Source: an optimization exercise on an open RTL-to-GDS flow (aim: small area, a short achievable clock period and few clock cycles). Production flows keep margins and buffers that such runs may drop. Only simulation tests tie the RTL to the original design; equivalence was not proved.

Design geofence, start of the top module:
module geofence (clk, reset, X, Y, valid, is_inside);
input               clk;
input               reset;
input       [9:0]   X;
input       [9:0]   Y;
output  reg         valid;
output  reg         is_inside;
reg     [3:0]   cnt;         
reg     [9:0]   PX, PY;
reg signed [10:0] VX, VY;    
reg signed [11:0] VD;        
reg signed [10:0] LX, LY, RX, RY;
reg             deg;         
wire signed [10:0] dx = {1'b0, X} - {1'b0, PX};
wire signed [10:0] dy = {1'b0, Y} - {1'b0, PY};
wire signed [11:0] dd = {1'b0, PX} - {1'b0, X} + {1'b0, Y} - {1'b0, PY};
wire a_neg, a_zero, b_neg, b_zero;
cross_pair u_ab (.lx(LX), .ly(LY), .rx(RX), .ry(RY), .vx(VX), .vy(VY), .d(VD),
                 .a_neg(a_neg), .a_zero(a_zero), .b_neg(b_neg), .b_zero(b_zero));
wire a_pos = ~a_neg & ~a_zero;
wire b_pos = ~b_neg & ~b_zero;
wire v_zero = ~(|VX) & ~(|VY);
wire opp = (|LX) ? (VX[10] ^ LX[10]) : (VY[10] ^ LY[10]);
wire first = (cnt == 4'd2);
wire step  = (cnt >= 4'd2) && (cnt <= 4'd7);
wire cov_now = v_zero | (~a_pos & ~b_pos & (~deg | opp));
always @(posedge clk or posedge reset) begin
    if (reset) begin
        cnt   <= 4'd0;
        valid <= 1'b0;
    end else begin
        cnt   <= (cnt == 4'd8) ? 4'd0 : cnt + 4'd1;
        valid <= (cnt == 4'd7);
    end
end
always @(posedge clk) begin
    if (cnt == 4'd0) begin
        PX <= X;
        PY <= Y;
    end
    VX <= dx;
    VY <= dy;
    VD <= dd;
    if (first) begin
        LX <= VX; LY <= VY;
        RX <= VX; RY <= VY;
        deg <= 1'b1;
        is_inside <= v_zero;
    end else if (step) begin
        if (a_neg) begin LX <= VX; LY <= VY; end
        if (b_neg) begin RX <= VX; RY <= VY; end
        if (a_neg | b_neg) deg <= 1'b0;
        is_inside <= is_inside | cov_now;
    end
end
endmodule
==> flow/config.mk <==
export PLATFORM = sky130hd
export DESIGN_NAME = geofence
export DESIGN_NICKNAME = geofence
export VERILOG_FILES = /design/flow/design.v
export SDC_FILE = /design/flow/constraint.sdc
export NUM_CORES = 4
export LEC_CHECK = 0
export CAP_MARGIN = 0
export CORE_MARGIN = 2
export CORE_UTILIZATION = 40
export PLACE_DENSITY = 0.6
export SETUP_SLACK_MARGIN = 5
export SLEW_MARGIN = 0
==> flow/constraint.sdc <==
create_clock -name core_clock -period 10.0 [get_ports {clk}]
set_input_delay 2.0000 -clock core_clock [delete_from_list [all_inputs] [get_ports {clk}]]
set_output_delay 2.0000 -clock core_clock [all_outputs]
set_load 0.01 [all_outputs]
standard.sh (not shown) runs the stock make flow with config.mk's settings and CLKGATE_MAP_FILE= SYNTH_SCRIPT=/design/flow/synth_recipe.tcl, a recipe that flattens the netlist after the stock synthesis.
==> flow/flow/run.sh <==
#!/bin/bash
# Standard ORFS layout, with one extra step between synthesis and floorplan:
# flow/polfix.py rewrites the synthesized netlist (same registers, same
# function) to drop the inverters between full adders and to turn half
# adders with an unused output into plain gates.
set -euo pipefail
bash standard.sh synth > synth.log 2>&1
R=orfs/results/${FLOW_PLATFORM}/geofence/base
cp $R/1_2_yosys.v 1_2_yosys.orig.v
python3 flow/polfix.py $R/1_2_yosys.v > polfix.log 2>&1
bash standard.sh finish > finish.log 2>&1
Other scripts of this flow, unchanged in this note and not shown: flow/flow/polfix.py
The starting point ran to the end with no violations.
Testbench counts at the start, summed over its fixed seeds: cycles 28,800.
Rerun with:
ABC_AREA = 1   (was not set)
CAP_MARGIN = 20   (was 0)
SETUP_SLACK_MARGIN = 3   (was 5)
SLEW_MARGIN = 20   (was 0)
After rerunning:
- The new run ran to the end with no violations
- wire length came out higher by 5.0%
- die area came out lower by 7.8%
Rerun with:
ABC_AREA = not set   (was 1)
The changed run completed with no timing, DRC or antenna violations.
Via count fell by 1.2%.
Cell area came out higher by 9.2%.
Setup slack is better by 0.069 ns.
Wire length is lower by 8.3%.
Clock-buffer cell count climbs by 1.
Sequential share of layout area went down by 1.4 points.
Clock skew is about the same.

---

geofence again, from the RTL that the note above started with.
clock: 10.0 ns
lec_check: 0
cap_margin: 20
core_margin: 2
core_utilization: 40
place_density: 0.6
setup_slack_margin: 5
slew_margin: 20
Scripts as last shown in full above: flow/flow/run.sh
Other scripts of this flow, unchanged in this note and not shown: flow/flow/polfix.py
The starting point completed with no timing, DRC or antenna violations.
Testbench counts at the start, summed over its fixed seeds: cycles 28,800.
Then changed:
ABC_AREA = 1   (was unset)
SETUP_SLACK_MARGIN = 2   (was 5)
Worst setup slack gets worse by 1.6 ns.
Wire length climbs by a few percent.
Clock skew drops by 0.0072 ns.
Core utilization drops by 4.1 points.
First-iteration DRC count climbs by about a fifth.

---

Starting RTL as in the previous note.
clock: 10.0 ns
lec_check: 0
abc_area: 1
cap_margin: 20
core_margin: 2
core_utilization: 40
place_density: 0.6
setup_slack_margin: 5
slew_margin: 20
Scripts as last shown in full above: flow/flow/run.sh
Other scripts of this flow, unchanged in this note and not shown: flow/flow/polfix.py
Testbench counts at the start, summed over its fixed seeds: cycles 28,800.
Next try:
Settings changed: SETUP_SLACK_MARGIN 5 to 4.
Result: Cell count came out lower by 4.1%. Synthesized area is unchanged. Wire length came out lower by 5.2%. Non-clock buffer count came out lower by 97. Worst setup slack loses 0.45 ns.

==> port drivers added, routing unchanged <==
How much do the figures lean on ideal ports? The routed layouts below were timed once more, with nothing changed but the port constraints.
Step 1 (the two cells are an assumption about what drives the block):
set clk [get_ports {clk}]
set_driving_cell -lib_cell sky130_fd_sc_hd__clkbuf_16 $clk
set_driving_cell -lib_cell sky130_fd_sc_hd__buf_2 [delete_from_list [all_inputs] $clk]
Step 2 times the ports against the registers' clock, not the clock port: input delays grow and output delays shrink by t, the midpoint of the rising clock arrivals with the driver on.
Slacks: ideal ports / drivers / drivers and shift; pairs: ideal ports / drivers.
run	t (ns)	setup slack, ns	worst slew at a driven data input, ns
the first run of note 1	0.398	4.210 / 4.210 / 4.210	0.04
the second run of note 1	0.381	3.244 / 3.244 / 3.244	0.04
the third run of note 1	0.404	3.313 / 3.313 / 3.313	0.04
the first run of note 2	0.398	4.210 / 4.210 / 4.210	0.04
the second run of note 2	0.380	2.646 / 2.646 / 2.646	0.04
the first run of note 3	0.385	4.608 / 4.608 / 4.608	0.04
the second run of note 3	0.379	4.153 / 4.153 / 4.124	0.04
After both steps setup and hold are still met in every run listed. The setup slack of the second run of note 3, which loses most, moves by 0.000 ns with the drivers and by -0.029 ns with both steps.
